Context: an optimization exercise on an open-source flow, tuned for small area, a short achievable clock period and few clock cycles. The choices shown serve that exercise and are no tape-out recipe.
At most, simulation tests tie the RTL to the original design; equivalence was not proved.
The RTL of run 1 was laid out without a check of its function.
No driver is modelled on the clock port, so clock power and skew are understated where the tree is cut down; a real chip needs a root buffer or a tree.
No activity file was given, so power comes from the tool's default toggle rates.

<file path="flow/constraint.sdc">
create_clock -name core_clock -period 5.5 [get_ports {clk}]
set_input_delay 1.1000 -clock core_clock [delete_from_list [all_inputs] [get_ports {clk}]]
set_output_delay 1.1000 -clock core_clock [all_outputs]
set_load 0.01 [all_outputs]
</file>
<file path="flow/standard.sh">
#!/bin/bash
# synth_recipe.tcl (not shown) runs the flow's synth.tcl, then flattens the netlist and writes it again
# the make line also repeats each setting of config.mk as NAME=value (left out here)
make -C /OpenROAD-flow-scripts/flow DESIGN_CONFIG=/design/flow/config.mk WORK_HOME=/design/flow/orfs CLKGATE_MAP_FILE= SYNTH_SCRIPT=/design/flow/synth_recipe.tcl "${@:-finish}"
</file>
<file path="flow/flow/post_cts.tcl">
set block [ord::get_db_block]
set clknet [[$block findBTerm clk] getNet]
set roots {}
foreach it [$clknet getITerms] { lappend roots [$it getInst] }
if {[llength $roots] == 1} {
  set root [lindex $roots 0]
  set onet [[$root findITerm X] getNet]
  set loads {}
  foreach it [$onet getITerms] {
    if {[$it getInst] != $root} { lappend loads $it }
  }
  if {[llength $loads] <= 4} {
    puts "post_cts: removing clock root buffer [$root getName], [llength $loads] loads move to the clock port"
    foreach it $loads { $it disconnect; $it connect $clknet }
    odb::dbInst_destroy $root
    odb::dbNet_destroy $onet
    set mids {}
    foreach it [$clknet getITerms] { lappend mids [$it getInst] }
    set n [llength $mids]
    foreach mid $mids {
      if {$n >= 4} break
      set mnet [[$mid findITerm X] getNet]
      set sinks {}
      foreach it [$mnet getITerms] {
        if {[$it getInst] != $mid} {
          set bb [[$it getInst] getBBox]
          lappend sinks [list [expr {[$bb xMin] + [$bb yMin] * 0}] $it]
        }
      }
      if {[llength $sinks] < 4} continue
      # order the loads by x, and give the half farther from the buffer to a copy
      set sinks [lsort -integer -index 0 $sinks]
      set half [expr {[llength $sinks] / 2}]
      set lo [lrange $sinks 0 [expr {$half - 1}]]
      set hi [lrange $sinks $half end]
      set name "[$mid getName]_b"
      set new [odb::dbInst_create $block [$mid getMaster] $name]
      set nnet [odb::dbNet_create $block "${name}_net"]
      $nnet setSigType CLOCK
      # place the copy at the centre of its loads
      set sx 0; set sy 0
      foreach s $hi { set bb [[[lindex $s 1] getInst] getBBox]; incr sx [$bb xMin]; incr sy [$bb yMin] }
      $new setLocation [expr {$sx / [llength $hi]}] [expr {$sy / [llength $hi]}]
      $new setPlacementStatus PLACED
      [$new findITerm A] connect $clknet
      [$new findITerm X] connect $nnet
      foreach s $hi { set it [lindex $s 1]; $it disconnect; $it connect $nnet }
      # move the original to the centre of the loads it keeps
      set sx 0; set sy 0
      foreach s $lo { set bb [[[lindex $s 1] getInst] getBBox]; incr sx [$bb xMin]; incr sy [$bb yMin] }
      $mid setLocation [expr {$sx / [llength $lo]}] [expr {$sy / [llength $lo]}]
      incr n
      puts "post_cts: split [$mid getName]: [llength $lo] + [llength $hi] loads"
    }
    detailed_placement
    estimate_parasitics -placement
    repair_timing_helper
    detailed_placement
    check_placement -verbose
  }
}
</file>
<file path="flow/design.v">
module lcd_ctrl(clk, reset, datain, cmd, cmd_valid, dataout, output_valid, busy);
input           clk;
input           reset;
input   [7:0]   datain;
input   [2:0]   cmd;
input           cmd_valid;
output  reg [7:0] dataout;
output  reg     output_valid;
output  reg     busy;
reg  [7:0] p [0:35];     
reg        loading;      
reg  [1:0] wr, wc;       
reg  [3:0] pq;           
reg  [1:0] pm;
reg        qv;           
reg  [3:0] rcnt;         
reg  [3:0] rq;           
integer i;
reg [7:0] g0, g1, g2, tap;
always @* begin
  case (rq[1:0])
    2'd0: begin g0 = p[0];  g1 = p[12]; g2 = p[24]; end
    2'd1: begin g0 = p[3];  g1 = p[15]; g2 = p[27]; end
    2'd2: begin g0 = p[6];  g1 = p[18]; g2 = p[30]; end
    default: begin g0 = p[9]; g1 = p[21]; g2 = p[33]; end
  endcase
  tap = rq[3] ? g2 : rq[2] ? g1 : g0;
end
wire       m0  = (pm == 2'd0);
wire       m2  = (pm == 2'd2);
reg [3:0] qm1, qm2, qm3, qp1, qp2;
integer k;
always @* begin
  qm1 = 4'd0; qm2 = 4'd0; qm3 = 4'd0; qp1 = 4'd0; qp2 = 4'd0;
  for (k = 0; k < 12; k = k + 1)
    if (pq == k) begin
      qm1 = (k + 11) % 12; qm2 = (k + 10) % 12; qm3 = (k + 9) % 12;
      qp1 = (k + 1) % 12;  qp2 = (k + 2) % 12;
    end
end
wire [1:0] pm_dec = m0 ? 2'd2 : {1'b0, pm[1]};           
wire [3:0] pq_dec = m0 ? qm1 : pq;
wire [1:0] pm_lf  = {pm[0], ~pm[1] & ~pm[0]};          
wire [3:0] pq_lf  = m2 ? pq : qm1;
wire [3:0] pq_up  = m0 ? qm3 : qm2;
wire [3:0] pq_dn  = m0 ? qp1 : qp2;
wire acc   = cmd_valid & ~busy;
wire s_ld  = acc & (cmd == 3'd1);
wire s_rt  = acc & (cmd == 3'd2) & (wc != 2'd3);
wire s_lf  = acc & (cmd == 3'd3) & (wc != 2'd0);
wire s_up  = acc & cmd[2] & ~cmd[0] & (wr != 2'd0);
wire s_dn  = acc & cmd[2] &  cmd[0] & (wr != 2'd3);
wire s_st  = ~(s_ld | s_rt | s_lf | s_up | s_dn);
wire [3:0] npq = ({4{s_ld}} & 4'd4) | ({4{s_rt}} & pq) | ({4{s_lf}} & pq_lf) |
                 ({4{s_up}} & pq_up) | ({4{s_dn}} & pq_dn) | ({4{s_st}} & pq_dec);
wire [1:0] npm = ({2{s_ld}} & 2'd2) | ({2{s_rt}} & pm) | ({2{s_lf}} & pm_lf) |
                 ({2{s_up | s_dn | s_st}} & pm_dec);
reg [3:0] rq_inc, rcnt_inc;
always @* begin
  rq_inc = 4'd0; rcnt_inc = 4'd0;
  for (k = 0; k < 12; k = k + 1)
    if (rq == k) rq_inc = (k + 1) % 12;
  for (k = 0; k < 8; k = k + 1)
    if (rcnt == k) rcnt_inc = k + 1;
end
wire rd      = ~(rcnt[3] & rcnt[0]);
wire last    = rcnt[3] & ~rcnt[0];
wire free    = rcnt[3];
wire start   = qv & free & (pm == 2'd1) & (~loading | (pq == 4'd9));
wire ldend   = (pq == 4'd5) & m0;
reg  [3:0] nrcnt, nrq;
always @* begin
  nrcnt = rcnt; nrq = rq;
  if (reset) begin
    nrcnt = 4'd9;
  end else if (start) begin
    nrcnt = 4'd0;
    nrq = pq;
  end else if (free) begin
    nrcnt = 4'd9;
  end else begin
    nrcnt = rcnt_inc;
    if (rcnt == 4'd2 || rcnt == 4'd5)
      nrq = rq_inc;
  end
end
wire unsafe_st = (pq == 4'd8) | (pq == 4'd9) | (pq == 4'd10);
wire unsafe_rd = (((rq == 4'd8) & (rcnt == 4'd0)) |
                       ((rq == 4'd9) & (rcnt <= 4'd2)) |
                       ((rq == 4'd10) & ((rcnt == 4'd0) | (rcnt == 4'd3))));
wire unsafe = start ? unsafe_st : unsafe_rd;
wire early = qv & (pm == 2'd2) & (free | (~rcnt[3] & rcnt[2] & rcnt[1] & rcnt[0])) &
             ~loading & ~unsafe_st;
wire       nload = ~reset & (s_ld | (loading & ~ldend));
wire       nqv   = ~reset & (acc | (qv & ~start));
always @(posedge clk) begin
  for (i = 0; i < 35; i = i + 1)
    p[i] <= p[i+1];
  p[35] <= loading ? datain : p[0];
  dataout <= tap;
  loading <= nload;
  qv      <= nqv;
  busy    <= ~reset & (acc | (loading & ~ldend) | (qv & ~start & ~early) | unsafe);
  output_valid <= ~reset & rd;
  pq <= npq;
  pm <= npm;
  if (s_ld) begin
    wr <= 2'd2; wc <= 2'd2;
  end else begin
    if (s_rt) wc <= {wc[1] ^ wc[0], ~wc[0]};
    if (s_lf) wc <= {wc[1] ^ ~wc[0], ~wc[0]};
    if (s_up) wr <= {wr[1] ^ ~wr[0], ~wr[0]};
    if (s_dn) wr <= {wr[1] ^ wr[0], ~wr[0]};
  end
  rcnt <= nrcnt;
  rq   <= nrq;
end
endmodule
</file>
<file path="flow/flow/run.sh">
#!/bin/bash
set -euo pipefail
export CTS_ARGS="-sink_clustering_enable -repair_clock_nets -dont_use_dummy_load -buf_list sky130_fd_sc_hd__clkbuf_16 -sink_clustering_size 26 -sink_clustering_max_diameter 200 -sink_buffer_max_cap_derate 0.12"
export BUFFER_PORTS_ARGS="-buffer_cell sky130_fd_sc_hd__buf_2"
export POST_CTS_TCL="$(pwd)/flow/post_cts.tcl"
bash standard.sh > standard.log 2>&1
</file>
<file path="flow/config.mk">
export PLATFORM = sky130hd
export DESIGN_NAME = lcd_ctrl
export DESIGN_NICKNAME = lcd_ctrl
export VERILOG_FILES = /design/flow/design.v
export SDC_FILE = /design/flow/constraint.sdc
export NUM_CORES = 4
export LEC_CHECK = 0
export ABC_AREA = 1
export ABC_CLOCK_PERIOD_IN_PS = 2000
export CAP_MARGIN = 20
export CORE_MARGIN = 2
export CORE_UTILIZATION = 40
export SETUP_SLACK_MARGIN = 3.6
export SLEW_MARGIN = 20
</file>
==> out/summary.txt, run 1 <==
Run status - complete, no violations
Final standard cell utilization of the core - 45.4%
Ratio of total power to cell area - 453 nW/um^2
Core area - 20,300 um^2
Total global routing overflow - 0
Part of the Yosys area used for sequential elements - 77.4%
Flip-flop and latch area - 6410 um^2
Longest individual stage delay on the worst path - 0.37 ns
Footprint of the multi-input gates - 1660 um^2
Instance area after placement - 8660 um^2
DR vias/cell - 4.49
Kind of start point of the critical path - register
Final-stage net count - 796
Fraction of synthesized cell area in xor and xnor cells - 0%
Critical path class - register to output pin
Slew of the pin with the lowest slew margin - 0.871 ns
RSZ-0062 raised after global routing - yes
Setup TNS Final - 0 ns
Maximum number of pins on one net before global-route repair - 27
Worst clock skew on the final layout - 0.0598 ns
Combined buffer and inverter count along the critical path - 1
Number of inserted diodes - 0
Final number of hold-violating endpoints - 0
Number of cell rows - 52
Avg Cell Area, Syn - 11.1 um^2
Wire length of the first global-routing pass - 23,500 um
CP Max Fanout - 2
Count of input and output buffers - 23
Via count of the first global-routing pass - 4,643
DRC - 0
X dimension of the die - 148 um
Most frequent cells in the layout - 310 x sky130_fd_sc_hd__dfxtp_1, 211 x sky130_fd_sc_hd__nand2_1, 41 x sky130_fd_sc_hd__nand3_1
Max-Slew Margin vs Limit - 41.9%
Count of fill cells added during filler insertion - 1,913
Distinct cell type count of the synthesized netlist - 26
Final RePlAce weighted congestion - 0.869
Max-slew violation count - 0
Critical path cell sequence - buf_6
Number of max-capacitance violations reported - 0
Initial standard-cell utilization of the core - 40.8%
Combinational family with the most area after synthesis - simple AND/OR/NAND/NOR gates
Share of the synthesized area in compound gates (AO/OA/AOI/OAI) - 3.38%
Die span in y - 148 um
Worst-skew pair later-pin latency - 0.32 ns
Highest Clock Rate - 528 MHz
Synthesized-area fraction occupied by and/or/nand/nor cells - 16.2%
Worst-path clk slew - 0.09 ns
DP Worst Slack - 3.20 ns
Required time at the worst-slack endpoint - 4.40 ns
Hold WC Path Type - register to register
Synth Warn # - 2
Dpl hpwl - 9170 um
Kind of end point of the critical path - output pin
Number of nets with antenna violations after detailed routing - 0
Final Instance Area - 9210 um^2
Sum of routed wire length over all layers - 14,700 um
Most frequent standard cell in the layout excluding fill and tap cells - sky130_fd_sc_hd__dfxtp_1
Cell count after synthesis - 746
Total die area - 21,900 um^2
Flop and latch count out of synthesis - 318
Category of cells accounting for the largest share of critical-path delay - flip-flops
Cell area after technology mapping - 8280 um^2
First DRT Iteration DRCs - 221
Leakage Power - 3.86 nW
Worst hold-check slack - 0.318 ns
Global-route usage over all layers - 13.5%
Worst Reg-to-Reg Cells - 5
Routed vias - 4,719
Cell types occupying the most area after synthesis - sky130_fd_sc_hd__dfxtp_1 76%, sky130_fd_sc_hd__nand2_1 9.6%, sky130_fd_sc_hd__nand3_1 2.5%
Clock Sinks - 318
Cell depth of the worst min-delay path - 0
Share of cells above drive strength 1 - 9.62%
First-pass DRT Iterations - 4
Wire length per cell - 14.0 um
Net count of the mapped netlist - 760
Peak VDD IR - 0.219 mV
Initial antenna violation count - 0
Critical path data arrival time - 0.79 ns
Layout overhead on the synthesized area - 11.3%
Cell at the slowest stage of the critical path - sky130_fd_sc_hd__dfxtp_4
Final-report setup violation count - 0
Final critical path time including I/O delays and setup - 1.89 ns
Fraction of synthesized cell area taken by the top area cell type - 75.9%
Final worst-path cycle share - 34.4%
Post-layout worst setup margin - 3.61 ns
Portion of netlist area occupied by mux cells - 0%
Top cell type by total area after synthesis - sky130_fd_sc_hd__dfxtp_1
Adder-cell share of the synthesized area - 0%
IO Count - 24
Crit path depth - 1
==> Yosys cell counts, drive strengths merged <==
library cell and number:
nand2 214, o31ai 1, nand3 42, nand4 25
a21oi 20, a211oi 1, a31oi 2, o211ai 4
clkbuf 2, o21ai 21, inv 41, o221ai 2
nor3 1, or2 1, dfxtp 314, edfxtp 4
buf 13, clkinv 3, nor2 35
==> kinds of logic after synthesis <==
group,after synthesis
buffers and inverters,59
flip-flops,318
AND/OR/NAND/NOR,318
AO/OA/AOI/OAI,51
==> layer usage <==
| metal | vias up | track usage, % | share of wire (%) | wire length, um |
|---|---|---|---|---|
| li1 | 2429 | - | - | - |
| met1 | 2192 | 18.7 | 51 | 7420 |
| met2 | 71 | 21.7 | 43 | 6360 |
| met3 | 27 | 2.25 | 2.9 | 422 |
| met4 | 0 | 4.62 | 3.0 | 445 |
| met5 | - | 0 | 0 | 0 |
==> report_power, final <==
group | total (mW) | internal [mW] | switching, mW
registers | 2.52 | 2.43 | 0.0923
logic | 0.460 | 0.156 | 0.305
clock network | 1.19 | 0.557 | 0.633
==> stage by stage <==
| stage | power (mW) | cells |
|---|---|---|
| 2_1_floorplan | 2.90 | 746 |
| 3_3_place_gp | 3.01 | 1025 |
| 6_report | 4.17 | 1050 |
| 5_1_grt | 4.38 | 1050 |
| 3_5_place_dp | 3.01 | 1025 |
==> sequential cells by signal, summed over array words and instances (netlist names) <==
signal        count
wc                2
output_valid      1
p               288
rcnt              4
rq                4
pq                4
loading           1
dataout           8
pm                2
busy              1
qv                1
wr                2
==> path summary, 6_finish.rpt <==
| path | slack, ns | to | startpoint |
|---|---|---|---|
| worst max register to register | 3.72 | dataout[4]$_DFF_P_ | rq[0]$_DFFE_PP_ |
| worst min register to register | 0.32 | p[25][2]$_DFF_P_ | p[26][2]$_DFF_P_ |
| worst max-delay path | 3.61 | busy | busy$_DFF_P_ |
| worst min-delay path | 0.32 | p[25][2]$_DFF_P_ | p[26][2]$_DFF_P_ |
==> area by class of cell, clock buffers not listed <==
| cell class | count | area share (%) |
|---|---|---|
| inverter | 44 | 1.90 |
| sequential | 318 | 69.6 |
| multi-input combinational | 370 | 18.0 |
| timing repair buffer | 31 | 2.17 |
| tap | 270 | 3.67 |
| buffer | 2 | 0.543 |
==> run 2, diff against run 1 <==
--- a/flow/design.v
+++ b/flow/design.v
@@ -46,3 +46,3 @@
 wire [3:0] pq_dn  = m0 ? qp1 : qp2;
-wire acc   = cmd_valid & ~busy;
+wire acc   = cmd_valid;      
 wire s_ld  = acc & (cmd == 3'd1);
==> out/summary.txt, run 2 <==
Top cell type by total area after synthesis - sky130_fd_sc_hd__dfxtp_1
Number of flip-flops in the largest register - 288
Fraction of synthesized cell area taken by the top area cell type - 76.7%
IO Count - 24
Run status - complete, no violations
Initial standard-cell utilization of the core - 40.6%
Total global routing overflow - 0
Via count of the first global-routing pass - 4,323
Clock Sinks - 318
Final-report setup violation count - 0
Final worst-path cycle share - 33.7%
Worst clock skew on the final layout - 0.0488 ns
Most frequent cell after synthesis - sky130_fd_sc_hd__dfxtp_1
Most frequent standard cell in the layout excluding fill and tap cells - sky130_fd_sc_hd__dfxtp_1
Dpl hpwl - 8470 um
Routed vias - 4,548
Crit path depth - 1
Met1 demand-to-capacity share in global routing - 18.7%
Flop and latch count out of synthesis - 318
Top Registers - p: 288 flops, dataout: 8 flops
Total die area - 21,600 um^2
Number of enable flip-flop cells after synthesis - 4
Async set or reset register ratio after synthesis - 0%
Peak VDD IR - 0.183 mV
Layout overhead on the synthesized area - 12.1%
Power Total - 4.12 mW
Cell area after technology mapping - 8190 um^2
Cell count after synthesis - 720
Setup TNS Final - 0 ns
Register with the highest flop count - p
Kind of start point of the critical path - register
Cell at the slowest stage of the critical path - sky130_fd_sc_hd__dfxtp_2
Highest Clock Rate - 539 MHz
Critical path cell sequence - buf_6
Distinct cell type count of the synthesized netlist - 29
Worst-skew pair later-pin latency - 0.30 ns
DRC - 0
DR vias/cell - 4.43
Initial antenna violation count - 0
Final number of hold-violating endpoints - 0
Avg Cell Area, Syn - 11.4 um^2
Worst-path clk slew - 0.09 ns
Sum of routed wire length over all layers - 14,100 um
Global routing met3 resource utilization - 2.11%
Required time at the worst-slack endpoint - 4.40 ns
Most frequent cells in the layout - 312 x sky130_fd_sc_hd__dfxtp_1, 179 x sky130_fd_sc_hd__nand2_1, 43 x sky130_fd_sc_hd__nand3_1
Kind of end point of the critical path - output pin
Number of max-capacitance violations reported - 0
Final critical path time including I/O delays and setup - 1.86 ns
Share of cells above drive strength 1 - 11.1%
Critical path data arrival time - 0.76 ns
Max-slew violation count - 0
Combined buffer and inverter count along the critical path - 1
Global-route usage over all layers - 13.1%
Maximum number of pins on one net before global-route repair - 27
Final RePlAce weighted congestion - 0.849
Core area - 20,200 um^2
Worst Reg-to-Reg Cells - 4
Net count of the mapped netlist - 734
First-pass DRT Iterations - 5
Most common flop cell mapped by yosys - sky130_fd_sc_hd__dfxtp_1
Critical path class - register to output pin
Synth Warn # - 2
Most Used Layer, Global Route - met2
Cell depth of the worst min-delay path - 0
Part of the Yosys area used for sequential elements - 78.2%
Die span in y - 147 um
Number of nets with antenna violations after detailed routing - 0
Category of cells accounting for the largest share of critical-path delay - flip-flops
Hold WC Path Type - register to register
Ratio of total power to cell area - 449 nW/um^2
Count of input and output buffers - 23
Leakage Power - 3.89 nW
Most instantiated cells after synthesis - 314 x sky130_fd_sc_hd__dfxtp_1, 183 x sky130_fd_sc_hd__nand2_1, 47 x sky130_fd_sc_hd__nand3_1
Wire length of the first global-routing pass - 22,600 um
Final-stage net count - 773
Number of inserted diodes - 0
Max-Slew Margin vs Limit - 53.0%
CP Max Fanout - 1
Wire length per cell - 13.7 um
RSZ-0062 raised after global routing - no
Global routing usage on met2 - 20.5%
Slew of the pin with the lowest slew margin - 0.704 ns
X dimension of the die - 147 um
Longest individual stage delay on the worst path - 0.34 ns
Number of cell rows - 52
First DRT Iteration DRCs - 239
Cell types occupying the most area after synthesis - sky130_fd_sc_hd__dfxtp_1 77%, sky130_fd_sc_hd__nand2_1 8.4%, sky130_fd_sc_hd__nand3_1 2.9%
run 2: cells by family (layout without fill, tap and decap cells):
kind of cell           count (synthesis)  in the layout  share of synthesized area, %
AOI/OAI and AO/OA                     69             69                          4.60
and+or+nand+nor                      279            280                          14.3
buffers and inverters                 54             90                          2.89
DFF                                  318            318                          78.2
run 2: worst reg2reg max path, cell delays in order (launching register included):
cell and delay [ns]:
sky130_fd_sc_hd__edfxtp_1 0.52, sky130_fd_sc_hd__inv_1 0.58, sky130_fd_sc_hd__o21ai_1 0.20, sky130_fd_sc_hd__o211ai_1 0.14, sky130_fd_sc_hd__o21ai_1 0.09
run 2: final cells by class, clock buffers not listed:
type	instances	area [um^2]
timing repair buffer	31	194
fill	1889	11000
multi-input combinational	349	1650
tap	270	338
buffer	2	50.0
inverter	42	166
sequential	318	6410
run 2: path summary, 6_finish.rpt:
check | from | endpoint | slack (ns)
setup / recovery | dataout[7]$_DFF_P_ | dataout[7] | 3.64
hold / removal | p[20][7]$_DFF_P_ | p[19][7]$_DFF_P_ | 0.27
setup reg to reg | rq[3]$_DFFE_PP_ | rq[3]$_DFFE_PP_ | 3.72
hold reg to reg | p[20][7]$_DFF_P_ | p[19][7]$_DFF_P_ | 0.27
run 2: where the power goes:
group          switching, mW  internal (mW)
clock network          0.627          0.557
registers             0.0718           2.43
logic                  0.302          0.141
run 2: stage by stage:
stage                     instance area [um^2]  setup WS (ns)  hold WS (ns)  util (%)  cells
after floorplan                           8200           3.60         0.310         -    720
after detailed placement                  8590           3.28         0.312      42.6   1003
after global placement                    8590           3.34         0.310      42.6   1003
final                                     9180           3.64         0.273      45.5   1027
after global routing                      9180           3.55         0.274      45.5   1027
run 2: metal layers:
layer / part of all wire (%) / wire [um]
met5: 0 / 0
met4: 2.6 / 364
met3: 3.3 / 463
met2: 44 / 6150
met1: 50 / 7120
Testbench counts of run 2, summed over its fixed seeds: cycles 12,034.
==> run 3, diff against run 2 <==
==> flow/flow/run.sh (replaced) <==
#!/bin/bash
set -euo pipefail
export CTS_ARGS="-sink_clustering_enable -repair_clock_nets -dont_use_dummy_load -buf_list sky130_fd_sc_hd__clkbuf_8 -sink_clustering_size 13 -sink_clustering_max_diameter 200 -sink_buffer_max_cap_derate 0.12"
export BUFFER_PORTS_ARGS="-buffer_cell sky130_fd_sc_hd__buf_2"
export POST_CTS_TCL="$(pwd)/flow/post_cts.tcl"
bash standard.sh > standard.log 2>&1
==> out/summary.txt, run 3 <==
Most frequent cells in the layout - 312 x sky130_fd_sc_hd__dfxtp_1, 179 x sky130_fd_sc_hd__nand2_1, 43 x sky130_fd_sc_hd__nand3_1
Most frequent cell after synthesis - sky130_fd_sc_hd__dfxtp_1
Run status - complete, no violations
Ratio of total power to cell area - 444 nW/um^2
Most common flop cell mapped by yosys - sky130_fd_sc_hd__dfxtp_1
Final number of hold-violating endpoints - 0
Longest individual stage delay on the worst path - 0.33 ns
First DRT Iteration DRCs - 234
Final Instance Area - 9130 um^2
Number of enable flip-flop cells after synthesis - 4
Fraction of synthesized cell area in xor and xnor cells - 0%
Worst-skew pair later-pin latency - 0.34 ns
Core area - 20,200 um^2
Leakage Power - 3.88 nW
Category of cells accounting for the largest share of critical-path delay - flip-flops
Share of the synthesized area in compound gates (AO/OA/AOI/OAI) - 4.60%
Combinational family with the most area after synthesis - simple AND/OR/NAND/NOR gates
Count of input and output buffers - 23
Share of cells above drive strength 1 - 12.4%
Slew of the pin with the lowest slew margin - 0.684 ns
Critical path data arrival time - 0.77 ns
Required time at the worst-slack endpoint - 4.40 ns
Maximum number of pins on one net before global-route repair - 25
Register with the highest flop count - p
Global-route usage over all layers - 13.5%
First-pass DRT Iterations - 7
Avg Cell Area, Syn - 11.4 um^2
Combined buffer and inverter count along the critical path - 1
Worst clock skew on the final layout - 0.0319 ns
Cell at the slowest stage of the critical path - sky130_fd_sc_hd__dfxtp_2
Async set or reset register ratio after synthesis - 0%
Wire length per cell - 13.7 um
Adder-cell share of the synthesized area - 0%
Kind of start point of the critical path - register
Top Registers - p: 288 flops, dataout: 8 flops
Wire length of the first global-routing pass - 23,000 um
Clock Sinks - 318
Register-to-Register Setup Slack - 3.75 ns
Max-Slew Margin vs Limit - 54.4%
Count of fill cells added during filler insertion - 1,910
Top cell type by total area after synthesis - sky130_fd_sc_hd__dfxtp_1
Number of inserted diodes - 0
Number of max-capacitance violations reported - 0
Final worst-path cycle share - 34.0%
Cell area after technology mapping - 8190 um^2
DR vias/cell - 4.45
DRC - 0
Number of standard cells in the final layout excluding fillers - 1,039
Cell types occupying the most area after synthesis - sky130_fd_sc_hd__dfxtp_1 77%, sky130_fd_sc_hd__nand2_1 8.4%, sky130_fd_sc_hd__nand3_1 2.9%
CP Max Fanout - 1
Net count of the mapped netlist - 734
Initial antenna violation count - 0
Final critical path time including I/O delays and setup - 1.87 ns
Footprint of the multi-input gates - 1620 um^2
Most frequent standard cell in the layout excluding fill and tap cells - sky130_fd_sc_hd__dfxtp_1
Most instantiated cells after synthesis - 314 x sky130_fd_sc_hd__dfxtp_1, 183 x sky130_fd_sc_hd__nand2_1, 47 x sky130_fd_sc_hd__nand3_1
Number of flip-flops in the largest register - 288
Dpl hpwl - 8470 um
Critical path class - register to output pin
Distinct cell type count of the synthesized netlist - 29
Setup TNS Final - 0 ns
Total die area - 21,600 um^2
Part of the Yosys area used for sequential elements - 78.2%
Critical path cell sequence - buf_6
Routed vias - 4,628
Instance area after placement - 8590 um^2
Flop and latch count out of synthesis - 318
Final-report setup violation count - 0
Max-slew violation count - 0
Synthesized-area fraction occupied by and/or/nand/nor cells - 14.3%
Placed Cells - 1,003
Number of nets with antenna violations after detailed routing - 0
Layout overhead on the synthesized area - 11.4%
Final standard cell utilization of the core - 45.3%
Worst-path clk slew - 0.08 ns
Kind of end point of the critical path - output pin
Flip-flop and latch area - 6410 um^2
Fraction of synthesized cell area taken by the top area cell type - 76.7%
Total global routing overflow - 0
Die span in y - 147 um
Portion of netlist area occupied by mux cells - 0%
Worst hold-check slack - 0.318 ns
Via count of the first global-routing pass - 4,453
Peak VDD IR - 0.156 mV
Initial standard-cell utilization of the core - 40.6%
Synth Warn # - 2
IO Count - 24
Final-stage net count - 785
Hold WC Path Type - register to register
X dimension of the die - 147 um
Sum of routed wire length over all layers - 14,200 um
Cell count after synthesis - 720
Highest Clock Rate - 535 MHz
Number of cell rows - 52
RSZ-0062 raised after global routing - yes
Final RePlAce weighted congestion - 0.849
run 3: metal layers:
layer | part of all wire, % | vias to the layer above | routed length, um | global-route usage [%]
li1 | - | 2381 | - | -
met1 | 49 | 2133 | 7000 | 18.3
met2 | 44 | 86 | 6310 | 21.1
met3 | 4.4 | 28 | 631 | 3.42
met4 | 2.1 | 0 | 298 | 4.52
met5 | 0 | - | 0 | 0
run 3: metrics by stage:
stage               setup slack [ns]  total power [mW]
floorplan                       3.60              2.84
global placement                3.34              2.96
detailed placement              3.28              2.96
global route                    3.55              4.25
finish                          3.63              4.05
run 3: kinds of logic (layout without fill, tap and decap cells):
| family | Yosys count | after routing |
|---|---|---|
| buf+inv | 54 | 102 |
| flops | 318 | 318 |
| simple gates | 279 | 280 |
| compound gates | 69 | 69 |
run 3: cell type report, clock buffers not listed:
class | count | area share, %
Tap cell | 270 | 3.70
Buffer | 2 | 0.302
Sequential cell | 318 | 70.2
Timing Repair Buffer | 31 | 2.12
Multi-Input combinational cell | 349 | 17.8
Inverter | 42 | 1.82
run 3: worst reg2reg max path, delay by kind of cell (launching register included):
| family | cells | cell delay (ns) |
|---|---|---|
| flip-flops | 1 | 0.51 |
| buffers and inverters | 1 | 0.56 |
| AO/OA/AOI/OAI | 3 | 0.43 |
run 3: report_power, final:
group          internal, mW  switching, mW  total [mW]
Sequential             2.42         0.0712        2.50
Clock                 0.475          0.646        1.12
Combinational         0.139          0.295       0.434
Total                  3.04           1.01        4.05
run 3: worst paths after layout:
kind | start | to | cells after the start
max | dataout[7]$_DFF_P_ | dataout[7] | 1
min | p[7][4]$_DFF_P_ | p[6][4]$_DFF_P_ | 0
max reg2reg | rq[3]$_DFFE_PP_ | rq[3]$_DFFE_PP_ | 4
min reg2reg | p[7][4]$_DFF_P_ | p[6][4]$_DFF_P_ | 0
==> run 4, diff against run 3 <==
==> flow/flow/run.sh (replaced) <==
#!/bin/bash
set -euo pipefail
export CTS_ARGS="-sink_clustering_enable -repair_clock_nets -dont_use_dummy_load -buf_list sky130_fd_sc_hd__clkbuf_8 -sink_clustering_size 16 -sink_clustering_max_diameter 200 -sink_buffer_max_cap_derate 0.12"
export BUFFER_PORTS_ARGS="-buffer_cell sky130_fd_sc_hd__buf_2"
export POST_CTS_TCL="$(pwd)/flow/post_cts.tcl"
bash standard.sh > standard.log 2>&1
==> out/summary.txt, run 4 <==
Net count of the mapped netlist - 734
Initial standard-cell utilization of the core - 40.6%
IO Count - 24
Number of standard cells in the final layout excluding fillers - 1,033
Longest individual stage delay on the worst path - 0.34 ns
Critical path data arrival time - 0.78 ns
Worst clock skew on the final layout - 0.0147 ns
Final number of hold-violating endpoints - 0
Max-slew violation count - 0
Final-report setup violation count - 0
Number of cell rows - 52
Met1 wire length - 6950 um
Sum of routed wire length over all layers - 14,300 um
Most frequent cells in the layout - 312 x sky130_fd_sc_hd__dfxtp_1, 181 x sky130_fd_sc_hd__nand2_1, 43 x sky130_fd_sc_hd__nand3_1
Count of input and output buffers - 23
Final critical path time including I/O delays and setup - 1.88 ns
Cell area after technology mapping - 8190 um^2
Kind of end point of the critical path - output pin
DRC - 0
Most frequent standard cell in the layout excluding fill and tap cells - sky130_fd_sc_hd__dfxtp_1
Number of max-capacitance violations reported - 0
Peak VDD IR - 0.139 mV
Slew of the pin with the lowest slew margin - 0.681 ns
First-pass DRT Iterations - 5
Category of cells accounting for the largest share of critical-path delay - flip-flops
Highest Clock Rate - 533 MHz
Dpl hpwl - 8470 um
Max-Slew Margin vs Limit - 54.6%
Placed Cells - 1,003
Initial antenna violation count - 0
Most instantiated cells after synthesis - 314 x sky130_fd_sc_hd__dfxtp_1, 183 x sky130_fd_sc_hd__nand2_1, 47 x sky130_fd_sc_hd__nand3_1
Core area - 20,200 um^2
Clock Sinks - 318
Synth Warn # - 2
Part of the Yosys area used for sequential elements - 78.2%
Ratio of total power to cell area - 438 nW/um^2
Met3 wire len - 731 um
Critical path class - register to output pin
Number of flip-flops in the largest register - 288
Worst hold-check slack - 0.328 ns
Critical path cell sequence - buf_6
Count of fill cells added during filler insertion - 1,923
Most common flop cell mapped by yosys - sky130_fd_sc_hd__dfxtp_1
Leakage Power - 3.85 nW
Cell count after synthesis - 720
Total global routing overflow - 0
Worst-skew pair later-pin latency - 0.33 ns
Detail Route met2 WL - 6280 um
Final worst-path cycle share - 34.1%
Required time at the worst-slack endpoint - 4.40 ns
Die span in y - 147 um
Setup TNS Final - 0 ns
Post-layout worst setup margin - 3.62 ns
Instance area after placement - 8590 um^2
Number of enable flip-flop cells after synthesis - 4
Final standard cell utilization of the core - 44.9%
Number of nets with antenna violations after detailed routing - 0
First DRT Iteration DRCs - 221
Kind of start point of the critical path - register
Power Total - 3.96 mW
Final Instance Area - 9050 um^2
Distinct cell type count of the synthesized netlist - 29
Hold WC Path Type - register to register
Top cell type by total area after synthesis - sky130_fd_sc_hd__dfxtp_1
Global-route usage over all layers - 13.5%
Register with the highest flop count - p
Max layer used - met4
Via count of the first global-routing pass - 4,420
Final RePlAce weighted congestion - 0.849
Wire length of the first global-routing pass - 22,900 um
Cell at the slowest stage of the critical path - sky130_fd_sc_hd__dfxtp_2
Maximum number of pins on one net before global-route repair - 25
DR vias/cell - 4.46
Final-stage net count - 779
Fraction of synthesized cell area taken by the top area cell type - 76.7%
Combined buffer and inverter count along the critical path - 1
X dimension of the die - 147 um
Total die area - 21,600 um^2
Share of cells above drive strength 1 - 11.3%
Wire length per cell - 13.8 um
Most frequent cell after synthesis - sky130_fd_sc_hd__dfxtp_1
Worst-path clk slew - 0.10 ns
Number of inserted diodes - 0
Async set or reset register ratio after synthesis - 0%
Run status - complete, no violations
Cell types occupying the most area after synthesis - sky130_fd_sc_hd__dfxtp_1 77%, sky130_fd_sc_hd__nand2_1 8.4%, sky130_fd_sc_hd__nand3_1 2.9%
Routed vias - 4,609
RSZ-0062 raised after global routing - yes
Avg Cell Area, Syn - 11.4 um^2
Top Registers - p: 288 flops, dataout: 8 flops
CP Max Fanout - 1
DP Worst Slack - 3.28 ns
Layout overhead on the synthesized area - 10.5%
Flop and latch count out of synthesis - 318
-- run 4: cell counts after synthesis --
No cell type changed its count.
-- run 4: kinds of logic after synthesis --
family	synth area share (%)
DFF	78.2
and+or+nand+nor	14.3
AOI/OAI and AO/OA	4.60
buffers and inverters	2.89
-- run 4: power by group --
| group | internal [mW] | total (mW) | switching, mW |
|---|---|---|---|
| sequential | 2.42 | 2.50 | 0.0714 |
| clock | 0.397 | 1.03 | 0.629 |
| combinational | 0.142 | 0.441 | 0.299 |
-- run 4: final timing paths --
check / from / endpoint / slack [ns] / cells past startpoint
worst max-delay path: dataout[7]$_DFF_P_ / dataout[7] / 3.62 / 1
worst min-delay path: p[19][6]$_DFF_P_ / p[18][6]$_DFF_P_ / 0.33 / 0
worst max register to register: rq[3]$_DFFE_PP_ / rq[3]$_DFFE_PP_ / 3.75 / 4
worst min register to register: p[19][6]$_DFF_P_ / p[18][6]$_DFF_P_ / 0.33 / 0
-- run 4: cell type report, clock buffers not listed --
type / instances / area, um^2 / share of cell area (%)
Sequential cell: 318 / 6410 / 70.8
Buffer: 2 / 27.5 / 0.304
Tap cell: 270 / 338 / 3.73
Inverter: 42 / 166 / 1.84
Multi-Input combinational cell: 349 / 1620 / 17.9
Timing Repair Buffer: 30 / 186 / 2.06
-- run 4: worst register-to-register path, stage by stage (launching register included) --
cell                       delay, ns
sky130_fd_sc_hd__edfxtp_1       0.52
sky130_fd_sc_hd__inv_1          0.56
sky130_fd_sc_hd__o21ai_1        0.20
sky130_fd_sc_hd__o211ai_1       0.14
sky130_fd_sc_hd__o21ai_1        0.09
-- run 4: routing by layer --
metal  global-route usage, %  up-vias
met5                       0        -
met4                    4.18        0
met3                    3.48       29
met2                    21.0      101
met1                    18.5     2112
li1                        -     2367
==> run 5, diff against run 4 <==
--- a/flow/config.mk
+++ b/flow/config.mk
@@ -7,3 +7,2 @@
 export LEC_CHECK = 0
-export ABC_AREA = 1
 export ABC_CLOCK_PERIOD_IN_PS = 2000
==> out/summary.txt, run 5 <==
Run status - complete, no violations
Core area - 20,200 um^2
Final critical path time including I/O delays and setup - 1.94 ns
Synth Warn # - 2
Critical path data arrival time - 2.23 ns
Final RePlAce weighted congestion - 0.773
Worst clock skew on the final layout - 0.0333 ns
Required time at the worst-slack endpoint - 5.79 ns
Kind of end point of the critical path - register
Max-slew violation count - 0
Slew of the pin with the lowest slew margin - 0.914 ns
Share of cells above drive strength 1 - 21.2%
Final number of hold-violating endpoints - 0
Most common flop cell mapped by yosys - sky130_fd_sc_hd__dfxtp_1
Instance area after placement - 8550 um^2
Cell count after synthesis - 534
Number of enable flip-flop cells after synthesis - 4
Maximum number of pins on one net before global-route repair - 22
Final worst-path cycle share - 35.2%
Net count of the mapped netlist - 548
Setup TNS Final - 0 ns
Number of cell rows - 52
First-pass DRT Iterations - 4
Top cell type by total area after synthesis - sky130_fd_sc_hd__dfxtp_1
Footprint of the multi-input gates - 1730 um^2
Ratio of total power to cell area - 428 nW/um^2
X dimension of the die - 147 um
Flop and latch count out of synthesis - 318
Via count of the first global-routing pass - 3,870
First DRT Iteration DRCs - 161
Async set or reset register ratio after synthesis - 0%
Routed vias - 3,781
Number of max-capacitance violations reported - 0
Worst-path clk slew - 0.11 ns
Final Instance Area - 9110 um^2
Critical path cell sequence - clkbuf_4 > a21boi_2 > o221a_4 > nor3_2 > o21ai_0 > nand4_1
RSZ-0062 raised after global routing - yes
Register with the highest flop count - p
Highest Clock Rate - 516 MHz
Final-stage net count - 588
Leakage Power - 3.52 nW
Layout overhead on the synthesized area - 11.5%
Distinct cell type count of the synthesized netlist - 56
Peak VDD IR - 0.182 mV
Wire length per cell - 14.5 um
Kind of start point of the critical path - input port
Longest individual stage delay on the worst path - 0.29 ns
Avg Cell Area, Syn - 15.3 um^2
IO Count - 24
Count of input and output buffers - 23
Most frequent standard cell in the layout excluding fill and tap cells - sky130_fd_sc_hd__dfxtp_1
Final standard cell utilization of the core - 45.2%
Post-layout worst setup margin - 3.56 ns
CP Max Fanout - 6
Part of the Yosys area used for sequential elements - 78.4%
Fraction of synthesized cell area taken by the top area cell type - 76.9%
Max-Slew Margin vs Limit - 39.0%
Number of nets with antenna violations after detailed routing - 0
Clock Sinks - 318
Final-report setup violation count - 0
Hold WC Path Type - register to register
Number of inserted diodes - 0
Power Total - 3.90 mW
DR vias/cell - 4.49
Most instantiated cells after synthesis - 314 x sky130_fd_sc_hd__dfxtp_1, 24 x sky130_fd_sc_hd__mux4_2, 24 x sky130_fd_sc_hd__nand2_1
Most frequent cell after synthesis - sky130_fd_sc_hd__dfxtp_1
Number of flip-flops in the largest register - 288
Total global routing overflow - 0
Sum of routed wire length over all layers - 12,200 um
Initial antenna violation count - 0
Die span in y - 147 um
DRC - 0
Count of fill cells added during filler insertion - 1,800
Cell types occupying the most area after synthesis - sky130_fd_sc_hd__dfxtp_1 77%, sky130_fd_sc_hd__mux4_2 6.6%, sky130_fd_sc_hd__edfxtp_1 1.5%
Dpl hpwl - 7190 um
Wire length of the first global-routing pass - 20,000 um
Top Registers - p: 288 flops, dataout: 8 flops
Total die area - 21,600 um^2
Cell at the slowest stage of the critical path - sky130_fd_sc_hd__o221a_4
Flip-flop and latch area - 6420 um^2
Critical path class - input port to register
Worst-skew pair later-pin latency - 0.33 ns
Global-route usage over all layers - 11.6%
DP Worst Slack - 3.02 ns
Most frequent cells in the layout - 305 x sky130_fd_sc_hd__dfxtp_1, 25 x sky130_fd_sc_hd__clkbuf_8, 24 x sky130_fd_sc_hd__nand2_1, 24 x sky130_fd_sc_hd__mux4_2, 16 x sky130_fd_sc_hd__o21ai_0
Initial standard-cell utilization of the core - 40.5%
Cell area after technology mapping - 8180 um^2
run 5: cell type report, clock buffers not listed:
type	instances	area share, %
Sequential cell	318	70.4
Multi-Input combinational cell	191	19.0
Tap cell	270	3.71
Timing Repair Buffer	36	3.12
Buffer	2	0.302
Inverter	3	0.124
run 5: metal layers:
layer / global-route usage, % / part of all wire, % / up-vias
met3: 3.01 / 4.3 / 26
met4: 3.75 / 2.3 / 0
li1: - / - / 1894
met1: 16.4 / 50 / 1797
met5: 0 / 0 / -
met2: 17.4 / 44 / 64
run 5: where the power goes:
part           switching (mW)  total (mW)  internal [mW]
registers               0.139        2.57           2.43
clock network           0.618        1.01          0.396
logic                   0.154       0.319          0.166
run 5: worst max-delay path, delay by kind of cell:
family | cells | cell delay, ns
AOI/OAI and AO/OA | 3 | 0.59
buffers and inverters | 1 | 0.15
and+or+nand+nor | 2 | 0.39
run 5: cell families after synthesis:
| group | synth area share, % |
|---|---|
| compound gates | 4.81 |
| xor+xnor | 0.750 |
| buf+inv | 1.35 |
| flops | 78.4 |
| mux | 8.95 |
| simple gates | 5.79 |
run 5: final timing paths:
path	from	endpoint	slack (ns)	cells after the start
hold / removal	p[19][1]$_DFF_P_	p[18][1]$_DFF_P_	0.31	0
setup reg to reg	loading$_DFF_P_	rq[1]$_DFFE_PP_	3.76	4
setup / recovery	cmd[1]	pq[1]$_DFF_P_	3.56	6
hold reg to reg	p[19][1]$_DFF_P_	p[18][1]$_DFF_P_	0.31	0
run 5: through the flow:
stage          cells  hold slack, ns
2_1_floorplan    534           0.310
6_report         842           0.313
5_1_grt          842           0.318
3_5_place_dp     807           0.312
3_3_place_gp     807           0.311
==> run 6, diff against run 5 <==
--- a/flow/config.mk
+++ b/flow/config.mk
@@ -7,2 +7,3 @@
 export LEC_CHECK = 0
+export ABC_AREA = 1
 export ABC_CLOCK_PERIOD_IN_PS = 2000
@@ -10,3 +11,3 @@
 export CORE_MARGIN = 2
-export CORE_UTILIZATION = 40
+export CORE_UTILIZATION = 50
 export SETUP_SLACK_MARGIN = 3.6
==> out/summary.txt, run 6 <==
Run status - complete, no violations
Cell count after synthesis - 720
DRC - 0
Peak VDD IR - 0.201 mV
Number of cell rows - 46
Final RePlAce weighted congestion - 0.869
Final-report setup violation count - 0
First DRT Iteration DRCs - 274
Cell types occupying the most area after synthesis - sky130_fd_sc_hd__dfxtp_1 77%, sky130_fd_sc_hd__nand2_1 8.4%, sky130_fd_sc_hd__nand3_1 2.9%
Final-stage net count - 776
Total global routing overflow - 0
IO Count - 24
Flop and latch count out of synthesis - 318
Net count of the mapped netlist - 734
Sum of routed wire length over all layers - 14,600 um
Setup TNS Final - 0 ns
Initial standard-cell utilization of the core - 51.4%
Ratio of total power to cell area - 442 nW/um^2
Wire length of the first global-routing pass - 24,300 um
Worst hold-check slack - 0.305 ns
Kind of end point of the critical path - output pin
Number of enable flip-flop cells after synthesis - 4
Hold WC Path Type - register to register
X dimension of the die - 132 um
Dpl hpwl - 8730 um
Via count of the first global-routing pass - 4,773
Layout overhead on the synthesized area - 9.42%
Final number of hold-violating endpoints - 0
Max-slew violation count - 0
RSZ-0062 raised after global routing - yes
Avg Cell Area, Syn - 11.4 um^2
Top cell type by total area after synthesis - sky130_fd_sc_hd__dfxtp_1
Most instantiated cells after synthesis - 314 x sky130_fd_sc_hd__dfxtp_1, 183 x sky130_fd_sc_hd__nand2_1, 47 x sky130_fd_sc_hd__nand3_1
Most frequent cell after synthesis - sky130_fd_sc_hd__dfxtp_1
Most frequent cells in the layout - 311 x sky130_fd_sc_hd__dfxtp_1, 179 x sky130_fd_sc_hd__nand2_1, 43 x sky130_fd_sc_hd__nand3_1
Longest individual stage delay on the worst path - 0.32 ns
Register with the highest flop count - p
Maximum number of pins on one net before global-route repair - 24
Clock Sinks - 318
Required time at the worst-slack endpoint - 4.40 ns
Most frequent standard cell in the layout excluding fill and tap cells - sky130_fd_sc_hd__dfxtp_1
Core area - 15,900 um^2
Instance area after placement - 8520 um^2
Final standard cell utilization of the core - 56.2%
Slew of the pin with the lowest slew margin - 0.681 ns
Top Registers - p: 288 flops, dataout: 8 flops
Number of max-capacitance violations reported - 0
Final Instance Area - 8960 um^2
Fraction of synthesized cell area taken by the top area cell type - 76.7%
Final critical path time including I/O delays and setup - 1.88 ns
Routed vias - 4,635
Total die area - 17,400 um^2
First-pass DRT Iterations - 4
Critical path cell sequence - buf_2
Critical path class - register to output pin
Count of input and output buffers - 23
Distinct cell type count of the synthesized netlist - 29
Worst-skew pair later-pin latency - 0.33 ns
Cell area after technology mapping - 8190 um^2
Max-Slew Margin vs Limit - 54.5%
Initial antenna violation count - 0
Combined buffer and inverter count along the critical path - 1
Global-route usage over all layers - 17.3%
Part of the Yosys area used for sequential elements - 78.2%
Category of cells accounting for the largest share of critical-path delay - flip-flops
Number of flip-flops in the largest register - 288
Number of inserted diodes - 0
Die span in y - 132 um
Cell at the slowest stage of the critical path - sky130_fd_sc_hd__dfxtp_1
Worst clock skew on the final layout - 0.0294 ns
Highest Clock Rate - 533 MHz
Final worst-path cycle share - 34.1%
Async set or reset register ratio after synthesis - 0%
Critical path data arrival time - 0.78 ns
Number of nets with antenna violations after detailed routing - 0
Wire length per cell - 15.0 um
Worst-path clk slew - 0.10 ns
Power Total - 3.96 mW
Kind of start point of the critical path - register
Share of cells above drive strength 1 - 11.7%
Synth Warn # - 2
Leakage Power - 3.83 nW
CP Max Fanout - 1
DR vias/cell - 4.75
Most common flop cell mapped by yosys - sky130_fd_sc_hd__dfxtp_1
## run 6: cell count changes in the layout (fill, tap and decap cells not counted), sizes merged, moves of 19 or more
cell	before	now
mux4	24	0
a21oi	10	30
nand2	24	185
nand3	4	47
inv	3	40
nor2	13	32
## run 6: final timing paths
kind                 endpoint  slack (ns)  depth (start not counted)          startpoint
min          p[21][7]$_DFF_P_        0.30                          0    p[22][7]$_DFF_P_
max reg2reg   rq[0]$_DFFE_PP_        3.68                          5       pq[2]$_DFF_P_
min reg2reg  p[21][7]$_DFF_P_        0.30                          0    p[22][7]$_DFF_P_
max                dataout[2]        3.62                          1  dataout[2]$_DFF_P_
## run 6: final cells by class, clock buffers not listed
class                           count  area [um^2]
Buffer                              2         27.5
Fill cell                        1398         6980
Inverter                           42          165
Multi-Input combinational cell    349         1630
Sequential cell                   318         6410
Tap cell                          216          270
Timing Repair Buffer               27          164
## run 6: kinds of logic (layout without fill, tap and decap cells)
group           after synthesis  in the layout  synth area share [%]
flops                       318            318                  78.2
simple gates                279            280                  14.3
compound gates               69             69                  4.60
buf+inv                      54             93                  2.89
## run 6: routing by layer
| layer | up-vias | share of wire (%) | track usage [%] |
|---|---|---|---|
| met5 | - | 0 | 0 |
| met3 | 41 | 2.9 | 2.81 |
| met2 | 78 | 45 | 28.3 |
| met4 | 0 | 3.3 | 6.52 |
| li1 | 2366 | - | - |
| met1 | 2150 | 49 | 23.3 |
## run 6: stage by stage
step,cells,setup WS [ns]
floorplan,720,3.60
global route,976,3.55
detailed placement,948,3.28
global placement,948,3.35
finish,976,3.62
## run 6: power breakdown
part	leakage [nW]	internal (mW)	total [mW]	switching, mW
combinational	1.06	0.136	0.432	0.295
sequential	2.60	2.43	2.50	0.0771
clock	0.173	0.396	1.03	0.630
total	3.83	2.96	3.96	1.00
==> run 7, diff against run 6 <==
--- a/flow/config.mk
+++ b/flow/config.mk
@@ -12,3 +12,3 @@
 export CORE_UTILIZATION = 50
-export SETUP_SLACK_MARGIN = 3.6
+export SETUP_SLACK_MARGIN = 3.7
 export SLEW_MARGIN = 20
==> out/summary.txt, run 7 <==
Final RePlAce weighted congestion - 0.788
Cell depth of the worst min-delay path - 0
DRC - 0
Peak VDD IR - 0.205 mV
CP Max Fanout - 1
Avg Cell Area, Syn - 11.4 um^2
Top cell type by total area after synthesis - sky130_fd_sc_hd__dfxtp_1
Dpl hpwl - 8620 um
Fraction of synthesized cell area taken by the top area cell type - 76.7%
Final worst-path cycle share - 34.2%
DR vias/cell - 4.75
Combined buffer and inverter count along the critical path - 1
Count of fill cells added during filler insertion - 1,353
Initial standard-cell utilization of the core - 51.4%
Slew of the pin with the lowest slew margin - 0.503 ns
Part of the Yosys area used for sequential elements - 78.2%
Final standard cell utilization of the core - 57.3%
Critical path data arrival time - 0.78 ns
Worst setup path startpoint - dataout[7]$_DFF_P_
Core area - 15,900 um^2
Number of enable flip-flop cells after synthesis - 4
Highest Clock Rate - 532 MHz
Kind of end point of the critical path - output pin
Final-report setup violation count - 0
Most common flop cell mapped by yosys - sky130_fd_sc_hd__dfxtp_1
Final number of hold-violating endpoints - 0
Final-stage net count - 783
Number of standard cells in the final layout excluding fillers - 983
Sum of routed wire length over all layers - 14,600 um
Instance area after placement - 8590 um^2
Global routing usage on met2 - 27.8%
Async set or reset register ratio after synthesis - 0%
Share of cells above drive strength 1 - 13.3%
Worst-path clk slew - 0.10 ns
Critical path class - register to output pin
Most frequent cells in the layout - 309 x sky130_fd_sc_hd__dfxtp_1, 178 x sky130_fd_sc_hd__nand2_1, 43 x sky130_fd_sc_hd__nand3_1
Via count of the first global-routing pass - 4,654
Layout overhead on the synthesized area - 11.6%
Worst Reg-to-Reg Cells - 6
Worst clock skew on the final layout - 0.0214 ns
Wire length of the first global-routing pass - 24,000 um
Hold WC Path Type - register to register
Synth Warn # - 2
Most instantiated cells after synthesis - 314 x sky130_fd_sc_hd__dfxtp_1, 183 x sky130_fd_sc_hd__nand2_1, 47 x sky130_fd_sc_hd__nand3_1
Global routing met3 resource utilization - 3.58%
Routed vias - 4,674
Kind of start point of the critical path - register
Net count of the mapped netlist - 734
Reg-to-reg critical path startpoint - rq[3]$_DFFE_PP_
Required time at the worst-slack endpoint - 4.40 ns
Most frequent standard cell in the layout excluding fill and tap cells - sky130_fd_sc_hd__dfxtp_1
Total global routing overflow - 0
Number of max-capacitance violations reported - 0
Placed Cells - 948
Run status - complete, no violations
Top Registers - p: 288 flops, dataout: 8 flops
IO Count - 24
Maximum number of pins on one net before global-route repair - 24
Number of inserted diodes - 0
Number of nets with antenna violations after detailed routing - 0
Cell count after synthesis - 720
Cell at the slowest stage of the critical path - sky130_fd_sc_hd__dfxtp_2
Category of cells accounting for the largest share of critical-path delay - flip-flops
Crit path depth - 1
Min-delay src - p[5][4]$_DFF_P_
Most Used Layer, Global Route - met2
Ratio of total power to cell area - 434 nW/um^2
First DRT Iteration DRCs - 212
Critical path cell sequence - buf_6
Final critical path time including I/O delays and setup - 1.88 ns
Clock Sinks - 318
Die span in y - 132 um
Global-route usage over all layers - 17.2%
X dimension of the die - 132 um
Initial antenna violation count - 0
First-pass DRT Iterations - 4
Power Total - 3.97 mW
Final Instance Area - 9140 um^2
Total die area - 17,400 um^2
Longest individual stage delay on the worst path - 0.34 ns
Setup TNS Final - 0 ns
Register with the highest flop count - p
Max-slew violation count - 0
Flop and latch count out of synthesis - 318
Number of flip-flops in the largest register - 288
RSZ-0062 raised after global routing - yes
Max-Slew Margin vs Limit - 66.4%
Count of input and output buffers - 23
Leakage Power - 3.89 nW
Wire length per cell - 14.9 um
Number of cell rows - 46
Cell types occupying the most area after synthesis - sky130_fd_sc_hd__dfxtp_1 77%, sky130_fd_sc_hd__nand2_1 8.4%, sky130_fd_sc_hd__nand3_1 2.9%
Distinct cell type count of the synthesized netlist - 29
Worst-skew pair later-pin latency - 0.33 ns
Met1 demand-to-capacity share in global routing - 23.4%
Most frequent cell after synthesis - sky130_fd_sc_hd__dfxtp_1
Cell area after technology mapping - 8190 um^2
run 7: logic make-up after synthesis:
| kind of cell | synth area share (%) |
|---|---|
| AOI/OAI and AO/OA | 4.60 |
| buffers and inverters | 2.89 |
| DFF | 78.2 |
| and+or+nand+nor | 14.3 |
run 7: layout make-up, clock buffers not listed:
| type | count | area (um^2) | share of cell area [%] |
|---|---|---|---|
| tap | 216 | 270 | 2.96 |
| sequential | 318 | 6410 | 70.1 |
| inverter | 42 | 198 | 2.16 |
| multi-input combinational | 349 | 1680 | 18.3 |
| buffer | 2 | 27.5 | 0.301 |
| timing repair buffer | 34 | 256 | 2.81 |
run 7: per-layer routing:
metal,routed length [um],share of wire (%)
met4,272,1.9
met3,503,3.4
met5,0,0
met2,6730,46
met1,7100,49
run 7: worst paths after layout:
kind,endpoint,slack [ns]
max,dataout[7],3.62
min reg2reg,p[4][4]$_DFF_P_,0.31
min,p[4][4]$_DFF_P_,0.31
max reg2reg,busy$_DFF_P_,3.80
run 7: where the power goes:
| group | total [mW] | internal [mW] | switching (mW) |
|---|---|---|---|
| combinational | 0.448 | 0.145 | 0.303 |
| clock | 1.02 | 0.396 | 0.623 |
| sequential | 2.50 | 2.43 | 0.0735 |
| total | 3.97 | 2.97 | 1.00 |
run 7: through the flow:
stage | setup WS (ns) | hold WS [ns]
after floorplan | 3.64 | 0.310
after global placement | 3.26 | 0.310
after detailed placement | 3.21 | 0.312
after global routing | 3.58 | 0.320
final | 3.62 | 0.315
==> run 8, diff against run 7 <==
--- a/flow/config.mk
+++ b/flow/config.mk
@@ -12,3 +12,3 @@
 export CORE_UTILIZATION = 50
-export SETUP_SLACK_MARGIN = 3.7
+export SETUP_SLACK_MARGIN = 3.55
 export SLEW_MARGIN = 20
==> out/summary.txt, run 8 <==
Final-stage net count - 779
Max-Slew Margin vs Limit - 59.1%
IO Count - 24
Number of standard cells in the final layout excluding fillers - 979
RSZ-0062 raised after global routing - yes
First DRT Iteration DRCs - 209
Setup TNS Final - 0 ns
Total die area - 17,400 um^2
Slew of the pin with the lowest slew margin - 0.613 ns
CP Max Fanout - 1
Sum of routed wire length over all layers - 14,700 um
Kind of start point of the critical path - register
Part of the Yosys area used for sequential elements - 78.2%
Worst-path clk slew - 0.09 ns
Avg Cell Area, Syn - 11.4 um^2
Number of flip-flops in the largest register - 288
Cell area after technology mapping - 8190 um^2
Most frequent cells in the layout - 313 x sky130_fd_sc_hd__dfxtp_1, 181 x sky130_fd_sc_hd__nand2_1, 45 x sky130_fd_sc_hd__nand3_1
Fraction of synthesized cell area taken by the top area cell type - 76.7%
Critical path data arrival time - 0.81 ns
Die span in y - 132 um
Critical path class - register to output pin
Wire length of the first global-routing pass - 24,500 um
Global-route usage over all layers - 17.7%
Category of cells accounting for the largest share of critical-path delay - flip-flops
Placed Cells - 948
Wire length per cell - 15.0 um
Longest individual stage delay on the worst path - 0.37 ns
Most common flop cell mapped by yosys - sky130_fd_sc_hd__dfxtp_1
Net count of the mapped netlist - 734
Final number of hold-violating endpoints - 0
Count of input and output buffers - 23
Core area - 15,900 um^2
Final critical path time including I/O delays and setup - 1.91 ns
Worst hold-check slack - 0.312 ns
Maximum number of pins on one net before global-route repair - 24
DR vias/cell - 4.78
Distinct cell type count of the synthesized netlist - 29
Flop and latch count out of synthesis - 318
Via count of the first global-routing pass - 4,817
Required time at the worst-slack endpoint - 4.40 ns
Peak VDD IR - 0.232 mV
Number of cell rows - 46
Initial antenna violation count - 0
First-pass DRT Iterations - 4
Most instantiated cells after synthesis - 314 x sky130_fd_sc_hd__dfxtp_1, 183 x sky130_fd_sc_hd__nand2_1, 47 x sky130_fd_sc_hd__nand3_1
Hold WC Path Type - register to register
Combined buffer and inverter count along the critical path - 1
Dpl hpwl - 9110 um
DRC - 0
Layout overhead on the synthesized area - 9.29%
Final-report setup violation count - 0
Clock Sinks - 318
X dimension of the die - 132 um
Number of enable flip-flop cells after synthesis - 4
Cell at the slowest stage of the critical path - sky130_fd_sc_hd__dfxtp_2
Number of inserted diodes - 0
Register with the highest flop count - p
Worst clock skew on the final layout - 0.0244 ns
Number of nets with antenna violations after detailed routing - 0
Most frequent standard cell in the layout excluding fill and tap cells - sky130_fd_sc_hd__dfxtp_1
Initial standard-cell utilization of the core - 51.4%
Share of cells above drive strength 1 - 10.7%
Max-slew violation count - 0
Async set or reset register ratio after synthesis - 0%
Leakage Power - 3.84 nW
Highest Clock Rate - 524 MHz
Final worst-path cycle share - 34.7%
Cell types occupying the most area after synthesis - sky130_fd_sc_hd__dfxtp_1 77%, sky130_fd_sc_hd__nand2_1 8.4%, sky130_fd_sc_hd__nand3_1 2.9%
Run status - complete, no violations
Kind of end point of the critical path - output pin
Worst-skew pair later-pin latency - 0.33 ns
Number of max-capacitance violations reported - 0
Final RePlAce weighted congestion - 0.820
Critical path cell sequence - buf_6
Total global routing overflow - 0
Top Registers - p: 288 flops, dataout: 8 flops
Routed vias - 4,683
Top cell type by total area after synthesis - sky130_fd_sc_hd__dfxtp_1
Synth Warn # - 2
Ratio of total power to cell area - 442 nW/um^2
Cell count after synthesis - 720
Most frequent cell after synthesis - sky130_fd_sc_hd__dfxtp_1
[run 8: cell counts after synthesis]
No cell type changed its count.
[run 8: metal layers]
metal	track usage [%]	wire length, um	vias up
met5	0	0	-
met4	5.31	285	0
met3	4.11	428	32
met2	28.7	6820	63
met1	23.8	7190	2220
li1	-	-	2368
[run 8: kinds of logic (layout without fill, tap and decap cells)]
kind of cell | count (synthesis) | in the layout | share of synthesized area, %
flip-flops | 318 | 318 | 78.2
AND/OR/NAND/NOR | 279 | 280 | 14.3
AO/OA/AOI/OAI | 69 | 69 | 4.60
buffers and inverters | 54 | 96 | 2.89
[run 8: final cells by class, clock buffers not listed]
type / instances / area (um^2)
inverter: 42 / 170
sequential: 318 / 6410
tap: 216 / 270
buffer: 2 / 27.5
fill: 1370 / 6990
timing repair buffer: 30 / 174
multi-input combinational: 349 / 1600
[run 8: final timing paths]
kind	startpoint	endpoint	slack (ns)	cells past startpoint
worst max-delay path	dataout[7]$_DFF_P_	dataout[7]	3.59	1
worst min-delay path	p[4][7]$_DFF_P_	p[3][7]$_DFF_P_	0.31	0
worst max register to register	pq[2]$_DFF_P_	rq[1]$_DFFE_PP_	3.74	5
worst min register to register	p[4][7]$_DFF_P_	p[3][7]$_DFF_P_	0.31	0
[run 8: report_power, final]
group / total (mW) / switching, mW / internal, mW / leakage, nW
clock network: 1.02 / 0.627 / 0.397 / 0.173
logic: 0.436 / 0.300 / 0.135 / 1.07
registers: 2.50 / 0.0755 / 2.42 / 2.60
[run 8: per-stage QoR]
step	power [mW]	setup slack (ns)	area, um^2	utilization (%)
floorplan	2.84	3.58	8190	-
global placement	2.97	3.32	8510	53.4
detailed placement	2.97	3.25	8510	53.4
global route	4.16	3.54	8950	56.2
finish	3.96	3.59	8950	56.2
==> run 9, diff against run 8 <==
--- a/flow/flow/post_cts.tcl
+++ b/flow/flow/post_cts.tcl
@@ -54,2 +54,8 @@
     }
+    # the port's loads: strong clock buffers
+    set big [[ord::get_db] findMaster sky130_fd_sc_hd__clkbuf_16]
+    foreach it [$clknet getITerms] {
+      set inst [$it getInst]
+      if {[[$inst getMaster] getName] != "sky130_fd_sc_hd__clkbuf_16"} { $inst swapMaster $big }
+    }
     detailed_placement
--- a/flow/config.mk
+++ b/flow/config.mk
@@ -12,3 +12,3 @@
 export CORE_UTILIZATION = 50
-export SETUP_SLACK_MARGIN = 3.55
+export SETUP_SLACK_MARGIN = 3.6
 export SLEW_MARGIN = 20
==> out/summary.txt, run 9 <==
First-pass DRT Iterations - 4
Crit path depth - 1
Synth Warn # - 2
Most frequent standard cell in the layout excluding fill and tap cells - sky130_fd_sc_hd__dfxtp_1
Clock Sinks - 318
Number of nets with antenna violations after detailed routing - 0
Initial antenna violation count - 0
Number of inserted diodes - 0
Number of flip-flops in the largest register - 288
Wire length of the first global-routing pass - 24,300 um
Cell types occupying the most area after synthesis - sky130_fd_sc_hd__dfxtp_1 77%, sky130_fd_sc_hd__nand2_1 8.4%, sky130_fd_sc_hd__nand3_1 2.9%
Worst-skew pair later-pin latency - 0.31 ns
Final critical path time including I/O delays and setup - 1.86 ns
Most common flop cell mapped by yosys - sky130_fd_sc_hd__dfxtp_1
Ratio of total power to cell area - 447 nW/um^2
Flop and latch count out of synthesis - 318
Worst Reg-to-Reg Cells - 5
Worst-path clk slew - 0.10 ns
Timing endpoint of the critical path - dataout[7]
Most frequent cell after synthesis - sky130_fd_sc_hd__dfxtp_1
Number of cell rows - 46
Final-stage net count - 776
Dpl hpwl - 8730 um
Final-report setup violation count - 0
Highest Clock Rate - 537 MHz
Cell at the slowest stage of the critical path - sky130_fd_sc_hd__dfxtp_2
Most Used Layer, Global Route - met2
Maximum number of pins on one net before global-route repair - 24
Max-slew violation count - 0
Critical path data arrival time - 0.76 ns
Kind of end point of the critical path - output pin
Async set or reset register ratio after synthesis - 0%
Initial standard-cell utilization of the core - 51.4%
Net count of the mapped netlist - 734
Number of standard cells in the final layout excluding fillers - 976
Distinct cell type count of the synthesized netlist - 29
Setup TNS Final - 0 ns
Leakage Power - 3.85 nW
Number of max-capacitance violations reported - 0
Top cell type by total area after synthesis - sky130_fd_sc_hd__dfxtp_1
Fraction of synthesized cell area taken by the top area cell type - 76.7%
Met1 demand-to-capacity share in global routing - 23.5%
Hold WC Path Type - register to register
Core area - 15,900 um^2
Power Total - 4.03 mW
Critical path cell sequence - buf_2
Peak VDD IR - 0.201 mV
Placed Cells - 948
Via count of the first global-routing pass - 4,767
Top Registers - p: 288 flops, dataout: 8 flops
Required time at the worst-slack endpoint - 4.40 ns
Most frequent cells in the layout - 311 x sky130_fd_sc_hd__dfxtp_1, 180 x sky130_fd_sc_hd__nand2_1, 43 x sky130_fd_sc_hd__nand3_1
Sum of routed wire length over all layers - 14,600 um
RSZ-0062 raised after global routing - yes
Final worst-path cycle share - 33.9%
Kind of start point of the critical path - register
Cell area after technology mapping - 8190 um^2
Global-route usage over all layers - 17.3%
Avg Cell Area, Syn - 11.4 um^2
Routed vias - 4,643
Run status - complete, no violations
IO Count - 24
Global routing usage on met2 - 28.3%
End of the worst register-to-register path - rq[0]$_DFFE_PP_
Register with the highest flop count - p
Number of enable flip-flop cells after synthesis - 4
Reg-to-reg critical path startpoint - pq[2]$_DFF_P_
Global routing met3 resource utilization - 2.61%
Critical path class - register to output pin
Category of cells accounting for the largest share of critical-path delay - flip-flops
Max-Slew Margin vs Limit - 54.9%
DR vias/cell - 4.76
DRC - 0
Worst hold-check slack - 0.308 ns
First DRT Iteration DRCs - 288
Wire length per cell - 14.9 um
Total die area - 17,400 um^2
Most instantiated cells after synthesis - 314 x sky130_fd_sc_hd__dfxtp_1, 183 x sky130_fd_sc_hd__nand2_1, 47 x sky130_fd_sc_hd__nand3_1
Cell count after synthesis - 720
CP Max Fanout - 1
Combined buffer and inverter count along the critical path - 1
Total global routing overflow - 0
Part of the Yosys area used for sequential elements - 78.2%
X dimension of the die - 132 um
Final number of hold-violating endpoints - 0
Final RePlAce weighted congestion - 0.869
Count of input and output buffers - 23
Register-to-Register Setup Slack - 3.69 ns
Slew of the pin with the lowest slew margin - 0.675 ns
Die span in y - 132 um
Layout overhead on the synthesized area - 10.0%
Worst clock skew on the final layout - 0.0257 ns
Longest individual stage delay on the worst path - 0.33 ns
Worst setup path startpoint - dataout[7]$_DFF_P_
Share of cells above drive strength 1 - 11.7%
==> run 9: worst reg2reg max path: stages (launching register included) <==
cell                      delay [ns]
sky130_fd_sc_hd__dfxtp_1        0.40
sky130_fd_sc_hd__inv_2          0.16
sky130_fd_sc_hd__nand2_1        0.11
sky130_fd_sc_hd__o21ai_1        0.13
sky130_fd_sc_hd__nand2_1        0.30
sky130_fd_sc_hd__a31oi_2        0.39
==> run 9: worst min path at each step <==
stage | from | end | slack (ns) | depth (start not counted)
after floorplan | p[1][0]$_DFF_P_ | p[0][0]$_DFF_P_ | 0.31 | 0
after global placement | p[35][2]$_DFF_P_ | p[34][2]$_DFF_P_ | 0.31 | 0
after detailed placement | p[8][7]$_DFF_P_ | p[7][7]$_DFF_P_ | 0.31 | 0
final | p[22][7]$_DFF_P_ | p[21][7]$_DFF_P_ | 0.31 | 0
after global routing | p[32][5]$_DFF_P_ | p[31][5]$_DFF_P_ | 0.33 | 0
==> run 9: layout make-up, clock buffers not listed <==
cell class	instances	area (um^2)
Buffer	2	50.0
Fill cell	1388	6930
Inverter	42	168
Multi-Input combinational cell	349	1630
Sequential cell	318	6410
Tap cell	216	270
Timing Repair Buffer	27	158
==> run 9: cell families (layout without fill, tap and decap cells) <==
| group | count (synthesis) | count (layout) | share of synthesized area [%] |
|---|---|---|---|
| compound gates | 69 | 69 | 4.60 |
| buf+inv | 54 | 93 | 2.89 |
| flops | 318 | 318 | 78.2 |
| simple gates | 279 | 280 | 14.3 |
==> run 9: power breakdown <==
group          switching [mW]  leakage, nW  internal [mW]
Combinational           0.296         1.06          0.135
Clock                   0.635        0.193          0.461
Sequential             0.0784         2.60           2.43
Total                    1.01         3.85           3.02
==> run 9: per-layer routing <==
layer,vias up,share of wire (%),routed length [um]
li1,2365,-,-
met1,2165,49,7090
met2,76,45,6600
met3,37,2.7,399
met4,0,3.4,491
met5,-,0,0
==> run 9: through the flow <==
stage,util [%],setup WS (ns),instance area (um^2)
after floorplan,-,3.60,8200
after global placement,53.4,3.35,8520
after detailed placement,53.4,3.28,8520
after global routing,56.5,3.55,9010
final,56.5,3.64,9010

[port drivers added, routing unchanged]
No port has a modelled driver above. Below, the same layouts with a new extraction and two added sets of constraints. Step 1 assumes that a clkbuf_16 drives the clock port and a buf_2 every other input. Step 2 also shifts input and output timing later by t, the mid clock arrival at the registers, as if the neighbouring blocks saw the same clock. a / b / c = ideal ports / drivers / drivers and shift; a / b = the first two.
run | shift t [ns] | setup slack, ns
run 1 | 0.366 | 3.607 / 3.532 / 3.360
run 2 | 0.363 | 3.644 / 3.567 / 3.344
run 3 | 0.395 | 3.630 / 3.555 / 3.317
run 4 | 0.397 | 3.624 / 3.551 / 3.313
run 5 | 0.386 | 3.562 / 3.532 / 3.197
run 6 | 0.385 | 3.623 / 3.558 / 3.296
run 7 | 0.393 | 3.619 / 3.546 / 3.347
run 8 | 0.390 | 3.593 / 3.520 / 3.304
run 9 | 0.384 | 3.637 / 3.553 / 3.326
After both steps setup and hold are still met in every run listed.
